What follows belongs to an exercise in optimizing a design on an open flow for small area, a short achievable clock period and few clock cycles per item; a production flow would make more cautious choices. Where RTL was checked, it was by simulation tests only, not by an equivalence proof against the original. Power and IR drop assume default switching activity.

Setup of wip/harbor:
==> module fp, before the edit <==
module fp(out,done,a,b,start,clk,rst);
input wire [9:0]a,b;
input wire start;
input wire clk,rst;
output wire [9:0]out;
output reg done;
wire [8:0] lt_b = ~a[8:0] & b[8:0];
wire [8:0] eq_b = ~(a[8:0] ^ b[8:0]);
wire lt87 = lt_b[8] | (eq_b[8] & lt_b[7]);  wire eq87 = eq_b[8] & eq_b[7];
wire lt65 = lt_b[6] | (eq_b[6] & lt_b[5]);  wire eq65 = eq_b[6] & eq_b[5];
wire lt43 = lt_b[4] | (eq_b[4] & lt_b[3]);  wire eq43 = eq_b[4] & eq_b[3];
wire lt21 = lt_b[2] | (eq_b[2] & lt_b[1]);  wire eq21 = eq_b[2] & eq_b[1];
wire lt85 = lt87 | (eq87 & lt65);           wire eq85 = eq87 & eq65;
wire lt41 = lt43 | (eq43 & lt21);           wire eq41 = eq43 & eq21;
wire lt40 = lt41 | (eq41 & lt_b[0]);        wire eq40 = eq41 & eq_b[0];
wire a_lt_b = lt85 | (eq85 & lt40);
wire a_eq_b = eq85 & eq40;
wire [3:0] ea = a[8:5], eb = b[8:5];
wire [3:0] bo_ab, bo_ba;    
assign bo_ab[0] = 1'b0;
assign bo_ab[1] = ~ea[0] & eb[0];
assign bo_ab[2] = (~ea[1] & eb[1]) | (eq_b[6] & bo_ab[1]);
assign bo_ab[3] = (~ea[2] & eb[2]) | (eq_b[7] & (~ea[1] & eb[1])) | (eq_b[7] & eq_b[6] & bo_ab[1]);
assign bo_ba[0] = 1'b0;
assign bo_ba[1] = ~eb[0] & ea[0];
assign bo_ba[2] = (~eb[1] & ea[1]) | (eq_b[6] & bo_ba[1]);
assign bo_ba[3] = (~eb[2] & ea[2]) | (eq_b[7] & (~eb[1] & ea[1])) | (eq_b[7] & eq_b[6] & bo_ba[1]);
wire [3:0] dab = ~eq_b[8:5] ^ bo_ab;
wire [3:0] dba = ~eq_b[8:5] ^ bo_ba;
wire [5:0] ma = {1'b1, a[4:0]};
wire [5:0] mb = {1'b1, b[4:0]};
wire sub = a[9] ^ b[9];
wire [5:0] mx = a_lt_b ? mb : ma;
wire [3:0] d = lt85 ? dba : dab;
wire [5:0] my = ((a_lt_b ? ma : mb) >> d) ^ {6{sub}};
wire [9:0] x = a_lt_b ? b : a;
reg [5:0] r_p;
reg [4:0] r_g;    
reg [3:0] r_e;
reg r_s, r_sub;
always @(posedge clk) begin
  r_p <= mx ^ my;
  r_g <= mx[4:0] & my[4:0];
  r_e <= x[8:5];
  r_s <= x[9];
  r_sub <= sub;
  if (rst) done <= 1'b0;
  else done <= start;
end
wire [5:0] p = r_p;
wire [5:0] g = {~r_p[5], r_g};
wire cin = r_sub;
wire g10 = g[1] | (p[1] & g[0]);           wire p10 = p[1] & p[0];
wire g32 = g[3] | (p[3] & g[2]);           wire p32 = p[3] & p[2];
wire g54 = g[5] | (p[5] & g[4]);           wire p54 = p[5] & p[4];
wire g0c = g[0] | (p[0] & cin);
wire c0 = cin;
wire c1 = g0c;
wire c2 = g10 | (p10 & cin);
wire c3 = g[2] | (p[2] & c2);
wire g30 = g32 | (p32 & g10);              wire p30 = p32 & p10;
wire c4 = g30 | (p30 & cin);
wire c5 = g[4] | (p[4] & c4);
wire c6 = g54 | (p54 & c4);
wire [6:0] mag = {c6 & ~r_sub, p ^ {c5, c4, c3, c2, c1, c0}};
wire h6 = mag[6];
wire h5 = ~mag[6] & mag[5];
wire h4 = ~mag[6] & ~mag[5] & mag[4];
wire h3 = ~|mag[6:4] & mag[3];
wire h2 = ~|mag[6:3] & mag[2];
wire h1 = ~|mag[6:2] & mag[1];
wire h0 = ~|mag[6:1];
wire [3:0] ep1 = r_e + 4'd1;
wire [3:0] em1 = r_e - 4'd1;
wire [3:0] em2 = r_e - 4'd2;
wire [3:0] em3 = r_e - 4'd3;
wire [3:0] em4 = r_e - 4'd4;
wire [3:0] em5 = r_e - 4'd5;
wire [4:0] m = ({5{h6}} & mag[5:1])
             | ({5{h5}} & mag[4:0])
             | ({5{h4}} & {mag[3:0], 1'b0})
             | ({5{h3}} & {mag[2:0], 2'b0})
             | ({5{h2}} & {mag[1:0], 3'b0})
             | ({5{h1}} & {mag[0], 4'b0});
wire [3:0] e = ({4{h6}} & ep1) | ({4{h5}} & r_e) | ({4{h4}} & em1)
             | ({4{h3}} & em2) | ({4{h2}} & em3) | ({4{h1}} & em4)
             | ({4{h0}} & em5);
wire zero = r_sub & (&r_p);
assign out = zero ? 10'd0 : {r_s, e, m};
endmodule
export LEC_CHECK = 0
export ABC_AREA = 1
export CAP_MARGIN = 20
export CORE_MARGIN = 2
export CORE_UTILIZATION = 40
export SLEW_MARGIN = 20
export BUFFER_PORTS_ARGS = -buffer_cell sky130_fd_sc_hd__buf_2
create_clock -name core_clock -period 8.0 [get_ports {clk}]
standard.sh (not shown) runs the stock make flow with config.mk's settings and CLKGATE_MAP_FILE= SYNTH_SCRIPT=/design/flow/synth_recipe.tcl, a recipe that flattens the netlist after the stock synthesis.
==> flow/flow/run.sh <==
#!/bin/bash
# The standard layout (the standard.sh: ORFS synthesis to finish,
# unchanged), with extra ORFS settings from flow/extra.mk appended to
# config.mk: the port buffers are made as a sized buffer cell instead of
# the cell buffer_ports picks by default, and repair may aim at a setup
# margin.  The tool output goes to standard.log.
cat flow/extra.mk >> config.mk
bash standard.sh > standard.log 2>&1
==> flow/flow/extra.mk <==
export BUFFER_PORTS_ARGS = -buffer_cell sky130_fd_sc_hd__buf_2
Testbench counts of wip/harbor, summed over its fixed seeds: cycles 24,000, items 24,000.
Changes in wip/cedar relative to wip/harbor:
==> flow/design.v <==
module fp(out,done,a,b,start,clk,rst);
input wire [9:0]a,b;
input wire start;
input wire clk,rst;
output wire [9:0]out;
output reg done;
wire a_lt_b = a[8:0] < b[8:0];
wire [9:0] x = a_lt_b ? b : a;
wire [9:0] y = a_lt_b ? a : b;
wire [3:0] dab = a[8:5] - b[8:5];
wire [3:0] dba = b[8:5] - a[8:5];
wire [3:0] d = a_lt_b ? dba : dab;
wire sub = a[9] ^ b[9];
wire [5:0] mx = {1'b1, x[4:0]};
wire [5:0] my = ({1'b1, y[4:0]} >> d) ^ {6{sub}};
reg [5:0] r_p, r_g;
reg [3:0] r_e;
reg r_s, r_sub, r_zero;
always @(posedge clk) begin
  r_p <= mx ^ my;
  r_g <= mx & my;
  r_e <= x[8:5];
  r_s <= x[9];
  r_sub <= sub;
  r_zero <= sub & (a[8:0] == b[8:0]);
  if (rst) done <= 1'b0;
  else done <= start;
end
wire [5:0] g = r_g, p = r_p;
wire cin = r_sub;
wire g10 = g[1] | (p[1] & g[0]);           wire p10 = p[1] & p[0];
wire g32 = g[3] | (p[3] & g[2]);           wire p32 = p[3] & p[2];
wire g54 = g[5] | (p[5] & g[4]);           wire p54 = p[5] & p[4];
wire g0c = g[0] | (p[0] & cin);
wire c0 = cin;
wire c1 = g0c;
wire c2 = g10 | (p10 & cin);
wire c3 = g[2] | (p[2] & c2);
wire g30 = g32 | (p32 & g10);              wire p30 = p32 & p10;
wire c4 = g30 | (p30 & cin);
wire c5 = g[4] | (p[4] & c4);
wire c6 = g54 | (p54 & c4);
wire [6:0] mag = {c6 & ~r_sub, p ^ {c5, c4, c3, c2, c1, c0}};
wire h6 = mag[6];
wire h5 = ~mag[6] & mag[5];
wire h4 = ~mag[6] & ~mag[5] & mag[4];
wire h3 = ~|mag[6:4] & mag[3];
wire h2 = ~|mag[6:3] & mag[2];
wire h1 = ~|mag[6:2] & mag[1];
wire h0 = ~|mag[6:1];
wire [3:0] ep1 = r_e + 4'd1;
wire [3:0] em1 = r_e - 4'd1;
wire [3:0] em2 = r_e - 4'd2;
wire [3:0] em3 = r_e - 4'd3;
wire [3:0] em4 = r_e - 4'd4;
wire [3:0] em5 = r_e - 4'd5;
wire [4:0] m = ({5{h6}} & mag[5:1])
             | ({5{h5}} & mag[4:0])
             | ({5{h4}} & {mag[3:0], 1'b0})
             | ({5{h3}} & {mag[2:0], 2'b0})
             | ({5{h2}} & {mag[1:0], 3'b0})
             | ({5{h1}} & {mag[0], 4'b0});
wire [3:0] e = ({4{h6}} & ep1) | ({4{h5}} & r_e) | ({4{h4}} & em1)
             | ({4{h3}} & em2) | ({4{h2}} & em3) | ({4{h1}} & em4)
             | ({4{h0}} & em5);
assign out = r_zero ? 10'd0 : {r_s, e, m};
endmodule
--- outcome ---
- Compared with wip/harbor, wip/cedar shows a higher clock share of power.
- On data arrival time of the worst path, the lower figure sits with wip/harbor, not wip/cedar.
- Measured against wip/cedar, the combinational logic power of wip/harbor comes out at 0.945 times the reference value.
- Number of nets produced by synthesis in wip/cedar is 34 above wip/harbor.
- Per the comparison of wip/cedar with wip/harbor, critical path depth decreased 1; wire length reported by the detailed router increased 14%; worst-margin pin slew decreased 120 ps.
Only the layout flow was run in wip/cedar; the RTL was not checked for function there.

==> port drivers added, routing unchanged <==
In the flow no input, the clock included, has a driving cell. The finished layouts below were timed again as built, in two steps.
Step 1 assumes that a clkbuf_16 drives the clock port and a buf_2 every other input.
Step 2, shift: input delay + t, output delay - t, t = (earliest + latest rising clock arrival at the registers) / 2. This alone moves slack from input paths to output paths.
Three values: ideal, step 1, step 2; two values: the first two.
run	shift t [ns]	setup slack, ns	slew at the worst register clock pin (ns)
wip/harbor	0.273	3.877 / 3.852 / 4.125	0.06 / 0.06
wip/cedar	0.276	3.850 / 3.822 / 3.870	0.07 / 0.07
After both steps every run listed still meets setup and hold.
